This design comes from an exercise in tuning for small area on the open sky130 flow, not from production work. The RTL was checked by simulation tests, not by an equivalence proof against the original design.

## flow/design.v (module list and top-level ports; edited modules follow where they fit)
// module ilog2_32: 20 lines
// module compute_sc: 2204 lines
// module fa_cell: 4 lines
// module ha_cell: 4 lines
module compute_sc(
    input   clock,
    input   resetn,
    input   ivalid,
    output  oready,
    output  ovalid,
    input   iready,
    input   [63:0]  a_x,
    input   [31:0]  a_y,
    input   [63:0]  ri,
    input   [31:0]  qi,
    input   [31:0]  q_span,
    input   [31:0]  avg_qspan,
    input   [31:0]  max_dist_x,
    input   [31:0]  max_dist_y,
    input   [31:0]  bw,
    output  [31:0]  data_return
);
  // ...
==> flow/run.sh <==
#!/bin/bash
# synth_recipe.tcl (not shown) runs the flow's synth.tcl, then flattens the netlist and writes it again
# the make line also repeats each setting of config.mk as NAME=value (left out here)
make -C /OpenROAD-flow-scripts/flow DESIGN_CONFIG=/design/flow/config.mk WORK_HOME=/design/flow/orfs CLKGATE_MAP_FILE= SYNTH_SCRIPT=/design/flow/synth_recipe.tcl finish
==> flow/config.mk <==
export PLATFORM = sky130hd
export DESIGN_NAME = compute_sc
export DESIGN_NICKNAME = compute_sc
export VERILOG_FILES = /design/flow/design.v
export SDC_FILE = /design/flow/constraint.sdc
export NUM_CORES = 4
export LEC_CHECK = 0
export ABC_AREA = 1
export CAP_MARGIN = 20
export CORE_MARGIN = 2
export CORE_UTILIZATION = 40
export GPL_TIMING_DRIVEN = 0
export SLEW_MARGIN = 20
export SYNTH_HIERARCHICAL = 1
export SYNTH_MINIMUM_KEEP_SIZE = 0
==> flow/constraint.sdc <==
create_clock -name core_clock -period 7.0 [get_ports {clock}]
set_input_delay 1.4000 -clock core_clock [delete_from_list [all_inputs] [get_ports {clock}]]
set_output_delay 1.4000 -clock core_clock [all_outputs]
set_load 0.01 [all_outputs]
==> impl_metrics.ini, run 1 <==
[run_status]
status = timing/DRC/antenna clean

[setup_path]
reg2reg_slack_ns = 0.55
worstSetupPathType = flop to output port
crit_top_cell = inv_1
r2r-end = clin_r2[11]
arrival_ns = 5.14
critical_path_cell_count = 43
critPathBufInv = 11
start_kind = flop
max_stage_delay_ns = 0.31

[min_path]
holdPathStages = 0
hp-class = flop to flop

[finish]
mostFrequentLayoutCell = nand2_1
finish.utilization = 0.487
design.seq.count = 124
clk_share = 0.0194
seq_area_frac = 0.0815
multi_input_area_share = 0.666

[drt]
vias_per_cell = 5.18
wl_um = 88400
vias = 24826
post_drt_wl_per_cell_um = 18.4
wl_met1_um = 36300

[placement]
gp_congestion = 0.967

[die]
ioPinCount = 390
core_um2 = 62900

[yosys]
yosys-top-cells-area = fa_1 25%, nand2_1 13%, ha_1 12%
synthMuxAreaShare = 0
synth-xor-area-share = 0.0397
synth_top_area_share = 0.254

[clocking]
cts_max_path_buffers = 2
root_buffer = clkbuf_16
cts_setup_buffers = 0
clk_pin_slew_worst_paths_ns = 0.06
numCtsBuffers = 17
hold_buffers = 0
cts_resized = 6

[grt]
antenna_found_initial = 10

[sta]
clock_skew_ns = 0.0164
fin_crit_sh = 0.934
setup_viol = 0

[run]
drv_cap = 0
==> run 2: changes to the inputs <==
--- a/flow/design.v
+++ b/flow/design.v
@@ -952,17 +952,18 @@
 wire [31:0] o_hi = rh | ~ah;
 wire eq1_hi = ~e_hi[0] & (&(e_hi[31:1] ~^ o_hi[30:0]));
 wire c64 = gt_hi | (eq_hi & c_lo);                
 wire z_hi = c_lo ? eq_hi : eq1_hi;                
 wire dgtm = ~z_hi | gt_dr_mdx;            
 wire ov = (&ah) & ovc;             
 wire extra = ov ? (c64 | dgtm) : (c64 & dgtm);
 wire rej = (~dr[31] & gt_dr_mdy) | (dr == 32'd0) | extra |
-           dq[31] | (dq == 32'd0) | gt_dq_mdx | gt_dq_mdy;
+           dq[31] | (dq == 32'd0) | gt_dq_mdx | gt_dq_mdy |
+           gt_dd_bw;
 wire [7:0] qs = q_span[7:0];
 wire big = s & dr[31];
 wire k_r = dr[31] | ((dr[30:8] == 23'd0) & (qs > dr[7:0]));
 wire k_q = (dq[31:8] == 24'd0) & (qs > dq[7:0]);
 wire [7:0] sc_lo = s ? (k_r ? dr[7:0] : qs) : (k_q ? dq[7:0] : qs);
 wire [31:0] sc = {dr[31:8] & {24{big}}, sc_lo};
 reg [3:0] lgh;
 integer k;
@@ -970,25 +971,23 @@
     lgh = 4'd0;
     for (k = 0; k < 16; k = k + 1)
         if (dd[2*k] | dd[2*k+1]) lgh = k;
 end
 reg [17:0] dd_r, avg_r;
 reg [31:0] sc_r;
 reg [3:0]  lgh_r;
 reg        rej_r;
-reg        rbw_r;               
 reg        v_r;
 always @(posedge clock) begin
     dd_r  <= dd[17:0];
     avg_r <= avg_qspan[17:0];
     sc_r  <= sc;
     lgh_r <= lgh;
     rej_r <= rej;
-    rbw_r <= gt_dd_bw;
 end
 always @(posedge clock or negedge resetn)
     if (!resetn) v_r <= 1'b0; else v_r <= ivalid;
 wire [31:0] mA, mB;
 wire b1;
 wire b2;
 wire b3;
 wire b4;
@@ -2207,17 +2206,17 @@
 reg [17:0] hi_r2;
 reg        rej_r2;
 reg        v_r2;
 always @(posedge clock) begin
     clin_r2 <= p[31:19];
     r_r2    <= r;
     w_r2    <= w;
     hi_r2   <= sc_r[31:14];
-    rej_r2  <= rej_r | rbw_r;
+    rej_r2  <= rej_r;
 end
 always @(posedge clock or negedge resetn)
     if (!resetn) v_r2 <= 1'b0; else v_r2 <= v_r;
 wire [15:0] v = {w_r2[14], w_r2} + {3'b111, ~clin_r2} + {15'd0, ~r_r2};
 wire [17:0] hi = hi_r2 - {17'd0, v[15]};
 assign data_return = rej_r2 ? 32'h80000001 : {hi, v[13:0]};
 assign ovalid = v_r2;
 assign oready = 1'b1;
==> flow/config.mk (replaced) <==
export PLATFORM = sky130hd
export DESIGN_NAME = compute_sc
export DESIGN_NICKNAME = compute_sc
export VERILOG_FILES = /design/flow/design.v
export SDC_FILE = /design/flow/constraint.sdc
export NUM_CORES = 4
export LEC_CHECK = 0
export CAP_MARGIN = 20
export CORE_MARGIN = 2
export CORE_UTILIZATION = 40
export SLEW_MARGIN = 20
export SYNTH_HIERARCHICAL = 1
export SYNTH_MINIMUM_KEEP_SIZE = 0
==> impl_metrics.ini, run 2 <==
[yosys]
yosys-top-cells-area = fa_1 25%, ha_1 12%, dfxtp_1 9.5%
syn_inst = 3082
synth_fa_ha_area_frac = 0.390
synth_top_family_by_area = adder cells
yosys.area_share.simple = 0.192
synth-seq-cells = 123
synth.distinct_cells = 120
yosysSeqAreaShare = 0.0966
synth.most_common_cell = nand2_1
yosys_most_used_dff = dfxtp_1
synth.cell_area_um2 = 25600
async_reset_ff_frac = 0.0163
synth_compound_area_frac = 0.191
synth_commonest_cells = 422 x nand2_1, 322 x fa_1, 322 x inv_1
synth_edf_count = 0
synth.avg_cell_area_um2 = 8.30
synth-xor-area-share = 0.0619
synthMuxAreaShare = 0.00357
ys_warn_count = 7
synth_top_area_share = 0.252
yosysTopAreaCell = fa_1

[clocking]
clock_latency_ns = 0.44
cts_sinks = 123
root_buffer = clkbuf_16
cts_max_path_buffers = 2
clk_pin_slew_worst_paths_ns = 0.07
cts_max_level = 4
cts_tree = yes
numCtsBuffers = 17
hold_buffers = 0

[finish]
largest-register = sc_r
drive_gt1_frac = 0.140
fill_cells = 5939
ff_latch_area_um2 = 2470
most-common-layout-cells = 421 x nand2_1, 382 x buf_4, 347 x clkdlybuf4s50_1, 322 x inv_1, 322 x fa_1
multi_input_area_um2 = 21700
syn2layout_area_growth_pct = 30.6
final_nets = 4642
mostFrequentLayoutCell = nand2_1
final_cell_area_um2 = 33400
largest_reg_flops = 32

[die]
core_um2 = 63200
die-area_um2 = 66000
row_count = 92
start_util = 0.405
ioPinCount = 390
chipHeight_um = 257
die_w_um = 257

[placement]
portBuffers = 349
hpwl_um = 84100
gp_congestion = 0.963
placed_cell_area_um2 = 32500
pre_cts_slack_ns = -0.586

[min_path]
hp-class = flop to flop

[setup_path]
critPathBufInv = 7
worst_path_max_delay_cell = fa_1
arrival_ns = 7.21
worstSetupPathType = input port to flop
cp_top_family = compound AO/OA/AOI/OAI gates
end_kind = flop
start_kind = input port
required_ns = 7.34
cp_max_fo = 5
max_stage_delay_ns = 0.53
reg2reg_slack_ns = 0.74
crit_top_cell = buf_4

[sta]
max_freq_mhz = 145
hold_viol = 0
tightest_slew_ns = 0.923
rsz0062_at_grt = yes
fin_crit_ns = 6.87
clock_skew_ns = 0.00698
setup_viol = 0
fin_crit_sh = 0.982
setup_slack_ns = 0.125
slew_violations = 0
relSlewSlack = 0.380

[drt]
drtPass1Iterations = 6
drtAntennaViolNets = 0
drcViolationCount = 0
wl_um = 95900
post_drt_wl_per_cell_um = 20.9
vias = 25686
vias_per_cell = 5.60
drt_iter0_markers = 2004

[grt]
grt_pass1_vias = 26535
antenna_found_initial = 7
grt_usage = 0.288
grt_start_max_net_pins = 33
grt_first_pass_wirelength_um = 149000
overflow = 0

[run_status]
status = timing/DRC/antenna clean

[run]
drv_cap = 0
run 2: timing repair:
item | in CTS | in global routing
pin swaps | 0 | 13
gates resized for setup | 2 | 42
setup endpoints to repair | 1 | 15
setup buffers | 1 | 6
run 2: layer usage:
metal  vias to the layer above  track usage  part of all wire
met1                     12600        0.381              0.43
met5                         -            0           0.00010
met4                         2       0.0799             0.027
li1                      11953            -                 -
met2                      1003        0.488              0.47
met3                       128       0.0437             0.072
run 2: worst paths after layout:
path	start	end	cells past startpoint
worst max-delay path	a_x[1]	rej_r	26
worst min-delay path	sc_r[31]	hi_r2[17]	0
worst max register to register	dd_r[1]	clin_r2[12]	22
worst min register to register	sc_r[31]	hi_r2[17]	0
max in group asynchronous	resetn	v_r2	1
min in group asynchronous	resetn	v_r	1
run 2: worst reg2reg max path: stages (launching register included):
cell and delay (ns):
dfxtp_1 0.64, and2_1 0.21, ha_1 0.22, inv_1 0.08, fa_1 0.42, fa_1 0.52
fa_1 0.44, fa_1 0.56, fa_1 0.42, ha_1 0.33, and3_1 0.21, a211oi_1 0.21
o21ai_0 0.11, a31oi_1 0.21, o311ai_0 0.18, buf_4 0.19, o211ai_1 0.30, a21oi_1 0.15
nor2_1 0.17, a21oi_1 0.11, a21oi_1 0.23, o21bai_1 0.11, xnor2_1 0.13
run 2: kinds of logic (layout without fill, tap and decap cells):
kind of cell,after synthesis,count (layout)
buffers and inverters,429,1085
AO/OA/AOI/OAI,697,697
AND/OR/NAND/NOR,1031,1031
XOR/XNOR,177,177
adder cells (fa/ha/maj),615,615
multiplexers,9,9
other,1,7
flip-flops,123,123
run 2: cell type report:
type	count	area share
antenna	5	0.000374
clock buffer	17	0.0127
clock inverter	15	0.00517
inverter	322	0.0362
multi-input combinational	2531	0.649
sequential	123	0.0740
tap	846	0.0317
timing repair buffer	731	0.191
run 2: stage by stage:
| stage | util | hold slack [ns] | cells | TNS [ns] |
|---|---|---|---|---|
| 4_1_cts | 0.524 | 0.326 | 4579 | 0 |
| 6_report | 0.529 | 0.322 | 4590 | 0 |
| 2_1_floorplan | - | 0.310 | 3083 | 0 |
| 3_3_place_gp | 0.515 | 0.312 | 4546 | -2.84 |
| 3_5_place_dp | 0.515 | 0.313 | 4546 | -2.78 |
| 5_1_grt | 0.529 | 0.329 | 4587 | -0.127 |
run 2: modules after synthesis (local to each module, per instance):
module	flip-flops and latches	area, µm²	cells
compute_sc	123	19300	2766
fa_cell	0	20.0	1

## separate check: timing with driven ports
No port has a modelled driver above. Below, the same layouts with a new extraction and two added sets of constraints.
Step 1 (the two cells are an assumption about what drives the block):
set clk [get_ports {clock}]
set_driving_cell -lib_cell sky130_fd_sc_hd__clkbuf_16 $clk
set_driving_cell -lib_cell sky130_fd_sc_hd__buf_2 [delete_from_list [all_inputs] $clk]
Step 2 also shifts input and output timing later by t, the mid clock arrival at the registers, as if the neighbouring blocks saw the same clock.
Slacks: ideal / step 1 / step 2; pairs: ideal / step 1.
| run | shift t [ns] | setup WS [ns] | clock arrival spread, ns |
|---|---|---|---|
| run 1 | 0.499 | 0.464 / 0.412 / 0.132 | 0.016 / 0.017 |
| run 2 | 0.493 | 0.125 / 0.138 / -0.355 | 0.014 / 0.015 |
With both steps, setup timing fails in run 2, where it was met with ideal ports. The setup slack of run 2, which loses most, moves by +0.013 ns with the drivers and by -0.480 ns with both steps.
